From an optimization exercise on the open Yosys and OpenROAD flow, aimed at small area and a short achievable clock period; shortcuts taken in it are not production practice. Function was checked by simulation only, so behaviour that the tests miss may differ from the original. No driver is modelled on the clock port, so clock power and skew are understated where the tree is cut down; a real chip needs a root buffer or a tree. No activity file was given, so power comes from the tool's default toggle rates.

Setup of the reference run:
Design top, start of the top module:
module top( clk, in_num1, in_num2, out_num);
    input clk;
    input [31:0] in_num1;
    input [31:0] in_num2;
    output [63:0] out_num;
    reg [31:0] a_q;
    reg [33:1] t_q;                  
    reg [15:0] s1, s2, s3;           
    wire [33:0] t_d = {2'b00, in_num1} + {1'b0, in_num1, 1'b0};
    integer i;
    always @(posedge clk) begin
        a_q <= in_num1;
        t_q <= t_d[33:1];
        for (i = 0; i < 16; i = i + 1) begin
            s1[i] <= ~in_num2[2*i+1] &  in_num2[2*i];
            s2[i] <=  in_num2[2*i+1] & ~in_num2[2*i];
            s3[i] <=  in_num2[2*i+1] &  in_num2[2*i];
        end
    end
    wire [33:0] t = {t_q, a_q[0]};
    wire p0_0 = (~s1[0] | ~a_q[0]) & (~s3[0] | ~t[0]);
    wire p0_1 = (~s1[0] | ~a_q[1]) & (~s2[0] | ~a_q[0]) & (~s3[0] | ~t[1]);
    wire p0_2 = (~s1[0] | ~a_q[2]) & (~s2[0] | ~a_q[1]) & (~s3[0] | ~t[2]);
    wire p0_3 = (~s1[0] | ~a_q[3]) & (~s2[0] | ~a_q[2]) & (~s3[0] | ~t[3]);
    wire p0_4 = (~s1[0] | ~a_q[4]) & (~s2[0] | ~a_q[3]) & (~s3[0] | ~t[4]);
    wire p0_5 = (~s1[0] | ~a_q[5]) & (~s2[0] | ~a_q[4]) & (~s3[0] | ~t[5]);
    wire p0_6 = (~s1[0] | ~a_q[6]) & (~s2[0] | ~a_q[5]) & (~s3[0] | ~t[6]);
    wire p0_7 = (~s1[0] | ~a_q[7]) & (~s2[0] | ~a_q[6]) & (~s3[0] | ~t[7]);
  ...
Settings: LEC_CHECK=0, CAP_MARGIN=10, CELL_PAD_IN_SITES_DETAIL_PLACEMENT=1, CORE_MARGIN=2, CORE_UTILIZATION=30, PLACE_DENSITY=0.45, SETUP_SLACK_MARGIN=3.9, SLEW_MARGIN=10; clock period 8.5 ns.
standard.sh (not shown) runs the stock make flow with config.mk's settings and CLKGATE_MAP_FILE= SYNTH_SCRIPT=/design/flow/synth_recipe.tcl, a recipe that flattens the netlist after the stock synthesis.
==> flow/flow/run.sh <==
#!/bin/bash
# Standard synthesis, then two netlist passes, each checked for equivalence
# with the standard netlist by Yosys before it is used:
#   fapol.py    removes the inverters that Yosys's full-adder extraction
#               leaves around fa cells (flips full adders, writes half adders
#               as gates)
#   conerep.py  rebuilds the final adder (registers -> out_num) as a
#               Han-Carlson adder and the 3A adder (in_num1 -> t_q) as a
#               Brent-Kung adder, in AOI/OAI cells, and the partial products
#               and adder tree (first -> second registers) cell by cell, from
#               the description gen.py (a copy of gen/gen.py) writes
# then the standard layout from that netlist, with buf_2 port buffers and a
# two-level clock network (post_cts.tcl).  Registers are untouched.
# Each tool's output goes to a log file of its own in the work folder.
set -euo pipefail
W=$(pwd)
R=$W/orfs/results/$FLOW_PLATFORM/top/base
LIB=$FLOW_HOME/platforms/$FLOW_PLATFORM/lib/sky130_fd_sc_hd__tt_025C_1v80.lib

bash standard.sh synth > $W/flow_synth.log 2>&1
cp $R/1_2_yosys.v $W/netlist_standard.v

check() {  # check NAME NETLIST: equivalence of NETLIST with the standard netlist
  sed -e "s#@LIB@#$LIB#g" -e "s#@GOLD@#$W/netlist_standard.v#" -e "s#@GATE@#$2#" \
    flow/eq.ys > $W/eq_$1.ys
  yosys -l $W/flow_equiv_$1.log $W/eq_$1.ys > /dev/null 2>&1
}

CUR=$W/netlist_standard.v
if python3 flow/fapol.py $CUR $W/netlist_fapol.v > $W/flow_fapol.log 2>&1 \
   && check fapol $W/netlist_fapol.v; then
  CUR=$W/netlist_fapol.v
else
  echo "fapol not used" >> $W/flow_fapol.log
fi
if python3 flow/gen.py sk $W/cone_spec.json hc > $W/gen_rtl.v 2> $W/flow_gen.log \
   && python3 flow/conerep.py $CUR $W/cone_spec.json $W/netlist_conerep.v > $W/flow_conerep.log 2>&1 \
   && check conerep $W/netlist_conerep.v; then
  CUR=$W/netlist_conerep.v
else
  echo "conerep not used" >> $W/flow_conerep.log
fi
echo "layout netlist: $CUR" > $W/flow_netlist.log
if [[ $CUR != $W/netlist_standard.v ]]; then
  cp $CUR $R/1_2_yosys.v
  rm -f $R/1_synth.odb $R/1_synth.sdc
fi

export BUFFER_PORTS_ARGS="-buffer_cell sky130_fd_sc_hd__buf_2"
export POST_CTS_TCL=$W/flow/post_cts.tcl
bash standard.sh finish > $W/flow_layout.log 2>&1
Other scripts of this flow, unchanged in this note and not shown: flow/flow/conerep.py, flow/flow/eq.ys, flow/flow/fapol.py, flow/flow/gen.py, flow/flow/post_cts.tcl
Edits applied to the flow inputs when going from the reference run to the trial run:
# the reference run
export LEC_CHECK = 0
export CAP_MARGIN = 10
export CELL_PAD_IN_SITES_DETAIL_PLACEMENT = 1
export CORE_MARGIN = 2
export CORE_UTILIZATION = 30
export PLACE_DENSITY = 0.45
export SETUP_SLACK_MARGIN = 3.9
export SLEW_MARGIN = 10
create_clock -name core_clock -period 8.5 [get_ports {clk}]
# the trial run
export LEC_CHECK = 0
export CAP_MARGIN = 20
export CELL_PAD_IN_SITES_DETAIL_PLACEMENT = 1
export CORE_MARGIN = 2
export CORE_UTILIZATION = 30
export CTS_CLUSTER_DIAMETER = 150
export CTS_CLUSTER_SIZE = 40
export PLACE_DENSITY = 0.45
export SETUP_SLACK_MARGIN = 4.4
export SLEW_MARGIN = 20
create_clock -name core_clock -period 8.5 [get_ports {clk}]
Results
Cell area | the trial run vs the reference run | the trial run larger
Of the trial run and the reference run, the lower time the final worst path needs with I/O delays and setup belongs to the trial run.
Where total power consumption of the routed design is concerned, the reference run is better than the trial run.
For clock edge transition at the registers on the reported setup and hold paths, the reference run and the trial run come out practically identical.
Capture point of the worst path = y_q[26]: the trial run; capture point of the worst path = y_q[35]: the reference run
In the tables for the trial run and the reference run, share of cell area taken by multi-input logic gates reads lower with the trial run.
Going from the reference run to the trial run, clock skew shrinks by 0.0033 ns.
No run of this note takes its clock network from TritonCTS; it comes from the design's own scripts or RTL.

-- afterwards: timing with drivers on the ports --
No port has a modelled driver above. Below, the same layouts with a new extraction and two added sets of constraints.
Step 1 assumes that a clkbuf_16 drives the clock port and a buf_2 every other input.
Step 2 also shifts input and output timing later by t, the mid clock arrival at the registers, as if the neighbouring blocks saw the same clock.
Three values: ideal, step 1, step 2; two values: the first two.
run | t (ns) | slack for setup (ns) | worst setup path at the end | pins driven straight from the clock port
the reference run | 0.456 | 4.003 / 4.003 / 4.003 | register to register | 4
the trial run | 0.457 | 4.344 / 4.296 / 4.344 | register to register | 4
After both steps every run listed still meets setup and hold.
